From an optimization exercise on the open Yosys and OpenROAD flow, aimed at small area; shortcuts taken in it are not production practice.
Function was checked by simulation only, so behaviour that the tests miss may differ from the original.

==> flow/design.v (excerpt) <==
module fir_filt
#(
	parameter sig_width = 12,
	parameter reg_width = 32,
	parameter coef_width = 24,
	parameter coef_count = 8,
	localparam coef_id_w = $clog2(coef_count),
	parameter max_shift = 32,
	localparam max_shift_w = $clog2(max_shift)
)
(
	input rst,
	input flush,
	input clk,
	input [coef_id_w-1:0] addr,
	input [coef_width-1:0] coef,
	input coef_ready,
	output reg coef_done,
	output [coef_width-1:0] coef_r,
	input result_shift_ready,
	input [max_shift_w-1:0] result_shift_i,
	output reg result_shift_done,
	output reg [max_shift_w-1:0] result_shift,
	input conv_done,
	input [sig_width-1:0] adc_in_a,
	input [sig_width-1:0] adc_in_b,
	output [sig_width-1:0] filt_out_a,
	output [sig_width-1:0] filt_out_b,
	output reg filt_done
);
Size: ~3200 cells after synthesis.
Settings: LEC_CHECK=0, CAP_MARGIN=20, CORE_MARGIN=2, CORE_UTILIZATION=55, SLEW_MARGIN=20; clock period 10.0 ns.
standard.sh (not shown) runs the stock make flow with config.mk's settings and CLKGATE_MAP_FILE= SYNTH_SCRIPT=/design/flow/synth_recipe.tcl, a recipe that flattens the netlist after the stock synthesis.
==> flow/flow/run.sh <==
#!/bin/bash
# The standard synthesis, then polarity.py drops inverters from its netlist
# (full adders and gates with a complemented twin change polarity), then the
# standard layout of that netlist.
set -euo pipefail
R=orfs/results/${FLOW_PLATFORM}/fir_filt/base
LIB=${FLOW_HOME}/platforms/${FLOW_PLATFORM}/lib/sky130_fd_sc_hd__tt_025C_1v80.lib
bash standard.sh synth > synth.log 2>&1
cp $R/1_2_yosys.v $R/1_2_yosys.standard.v
python3 flow/polarity.py $LIB $R/1_2_yosys.standard.v $R/1_2_yosys.v > polarity.log 2>&1
rm -f $R/1_synth.odb $R/1_synth.sdc
bash standard.sh "BUFFER_PORTS_ARGS=-buffer_cell sky130_fd_sc_hd__buf_2" finish > layout.log 2>&1
Other scripts of this flow, unchanged in this note and not shown: flow/flow/polarity.py
Then changed:
--- a/flow/flow/run.sh
+++ b/flow/flow/run.sh
@@ -12 +12 @@
-bash standard.sh "BUFFER_PORTS_ARGS=-buffer_cell sky130_fd_sc_hd__buf_2" finish > layout.log 2>&1
+bash standard.sh "BUFFER_PORTS_ARGS=-buffer_cell sky130_fd_sc_hd__buf_1" finish > layout.log 2>&1
ABC_AREA = 1   (was unset)
CORE_UTILIZATION = 68   (was 55)
CTS_CLUSTER_DIAMETER = 90   (was unset)
CTS_CLUSTER_SIZE = 24   (was unset)
Worst setup slack improves by 0.022 ns.
Utilization went up by 11 points.
Count of clock-buffer cells in the layout is lower by 33.
Cell count grows by 2.6%.
Die area went down by 20%.
Non-clock buffer count shrinks by 100.
Area after synthesis falls by 1.1%.
Register-to-register slack barely changes.
Critical path depth grows by 5.
Then changed:
--- a/flow/flow/run.sh
+++ b/flow/flow/run.sh
@@ -12 +12 @@
-bash standard.sh "BUFFER_PORTS_ARGS=-buffer_cell sky130_fd_sc_hd__buf_1" finish > layout.log 2>&1
+bash standard.sh "BUFFER_PORTS_ARGS=-buffer_cell sky130_fd_sc_hd__buf_2" finish > layout.log 2>&1
CORE_UTILIZATION = 55   (was 68)
CTS_CLUSTER_DIAMETER = 100   (was 90)
CTS_CLUSTER_SIZE = 30   (was 24)
=> Via count fell by about 4%. Synthesized area is unchanged. Global-route usage shrinks by 7.9 points. Die area rises by 23%. Maximum frequency is higher by about 1.6%. Worst hold slack hardly moves. Cell area rises by 0.94%.
Then changed:
CTS_CLUSTER_DIAMETER = unset   (was 100)
CTS_CLUSTER_SIZE = unset   (was 30)
The changed run finished with timing, DRC and antenna clean.
Core utilization went up by 1.7 points.
Maximum frequency fell slightly.
Critical path depth stays the same.
Clock skew decreases by 0.0060 ns.
Hold slack is worse by 0.0060 ns.
Via count came out higher slightly.
Setup slack is worse by 0.036 ns.
Final area came out higher by a few percent.
First-iteration DRC count went down by a few percent.
Clock-buffer cell count grows by 40.
Then changed:
--- a/flow/flow/run.sh
+++ b/flow/flow/run.sh
@@ -12 +12 @@
-bash standard.sh "BUFFER_PORTS_ARGS=-buffer_cell sky130_fd_sc_hd__buf_2" finish > layout.log 2>&1
+bash standard.sh "BUFFER_PORTS_ARGS=-buffer_cell sky130_fd_sc_hd__buf_1" GPL_KEEP_OVERFLOW=0 finish > layout.log 2>&1
CORE_UTILIZATION = 62   (was 55)
CTS_CLUSTER_DIAMETER = 80   (was unset)
CTS_CLUSTER_SIZE = 20   (was unset)
=>
- The changed run finished with timing, DRC and antenna clean
- die area falls by 11%
- area after synthesis stays the same
- non-clock buffer count falls by 13
- count of clock-buffer cells in the layout falls by 31

* * *

fir_filt again, from the RTL that the note above started with.
==> flow/config.mk <==
export PLATFORM = sky130hd
export DESIGN_NAME = fir_filt
export DESIGN_NICKNAME = fir_filt
export VERILOG_FILES = /design/flow/design.v
export SDC_FILE = /design/flow/constraint.sdc
export NUM_CORES = 4
export LEC_CHECK = 0
export ABC_AREA = 1
export CAP_MARGIN = 20
export CORE_MARGIN = 2
export CORE_UTILIZATION = 62
export CTS_CLUSTER_DIAMETER = 80
export CTS_CLUSTER_SIZE = 20
export SLEW_MARGIN = 20
==> flow/constraint.sdc <==
create_clock -name core_clock -period 10.0 [get_ports {clk}]
set_input_delay 2.0000 -clock core_clock [delete_from_list [all_inputs] [get_ports {clk}]]
set_output_delay 2.0000 -clock core_clock [all_outputs]
set_load 0.01 [all_outputs]
==> flow/flow/run.sh <==
#!/bin/bash
# The standard synthesis, then polarity.py drops inverters from its netlist
# (full adders and gates with a complemented twin change polarity), then the
# standard layout of that netlist.
set -euo pipefail
R=orfs/results/${FLOW_PLATFORM}/fir_filt/base
LIB=${FLOW_HOME}/platforms/${FLOW_PLATFORM}/lib/sky130_fd_sc_hd__tt_025C_1v80.lib
bash standard.sh synth > synth.log 2>&1
cp $R/1_2_yosys.v $R/1_2_yosys.standard.v
python3 flow/polarity.py $LIB $R/1_2_yosys.standard.v $R/1_2_yosys.v > polarity.log 2>&1
rm -f $R/1_synth.odb $R/1_synth.sdc
bash standard.sh "BUFFER_PORTS_ARGS=-buffer_cell sky130_fd_sc_hd__buf_1" finish > layout.log 2>&1
Other scripts of this flow, unchanged in this note and not shown: flow/flow/polarity.py
The baseline produced a clean layout.
Rerun with:
--- a/flow/flow/run.sh
+++ b/flow/flow/run.sh
@@ -10,3 +10,3 @@
 python3 flow/polarity.py $LIB $R/1_2_yosys.standard.v $R/1_2_yosys.v > polarity.log 2>&1
 rm -f $R/1_synth.odb $R/1_synth.sdc
-bash standard.sh "BUFFER_PORTS_ARGS=-buffer_cell sky130_fd_sc_hd__buf_1" finish > layout.log 2>&1
+bash standard.sh "BUFFER_PORTS_ARGS=-buffer_cell sky130_fd_sc_hd__buf_2" finish > layout.log 2>&1
==> flow/config.mk (replaced) <==
export PLATFORM = sky130hd
export DESIGN_NAME = fir_filt
export DESIGN_NICKNAME = fir_filt
export VERILOG_FILES = /design/flow/design.v
export SDC_FILE = /design/flow/constraint.sdc
export NUM_CORES = 4
export LEC_CHECK = 0
export CAP_MARGIN = 5
export CORE_MARGIN = 2
export CORE_UTILIZATION = 55
export SLEW_MARGIN = 5
Outcome: Design area increases by 6.2%. Non-clock buffer count increases by 102. Fmax decreases by 1.7%. Hold slack is worse by 18 ps.

-- re-timing with driven ports --
Ports are ideal in the flow. The routed layouts listed here were re-timed in OpenROAD.
Step 1 sets driving cells, clkbuf_16 on the clock port and buf_2 on the other inputs (assumed; they add their load-dependent delay and slew).
Step 2 adds t to the input delays and takes it off the output delays; t is the mean of the earliest and latest rising clock arrival at the registers after step 1. Input paths then give back, and output paths get back, about the clock's delay inside the block.
Slacks: ideal ports / drivers / drivers and shift; pairs: ideal ports / drivers.
run | t, ns | setup WS [ns] | latest minus earliest clock arrival (ns) | worst data-port slew with drivers (ns) | cell pins on the clock port's net
the first run of note 1 | 0.680 | 0.216 / 0.150 / 0.831 | 0.037 / 0.037 | 0.05 | 1
the second run of note 1 | 0.698 | 0.239 / 0.174 / 0.872 | 0.025 / 0.025 | 0.04 | 1
the third run of note 1 | 0.666 | 0.393 / 0.328 / 0.994 | 0.031 / 0.032 | 0.04 | 1
the fourth run of note 1 | 0.673 | 0.357 / 0.291 / 0.964 | 0.024 / 0.024 | 0.04 | 1
the fifth run of note 1 | 0.690 | 0.304 / 0.239 / 0.929 | 0.049 / 0.048 | 0.04 | 1
the first run of note 2 | 0.649 | 0.381 / 0.318 / 0.967 | 0.034 / 0.033 | 0.04 | 1
the second run of note 2 | 0.680 | 0.216 / 0.150 / 0.831 | 0.037 / 0.037 | 0.05 | 1
After both steps every run listed still meets setup and hold.
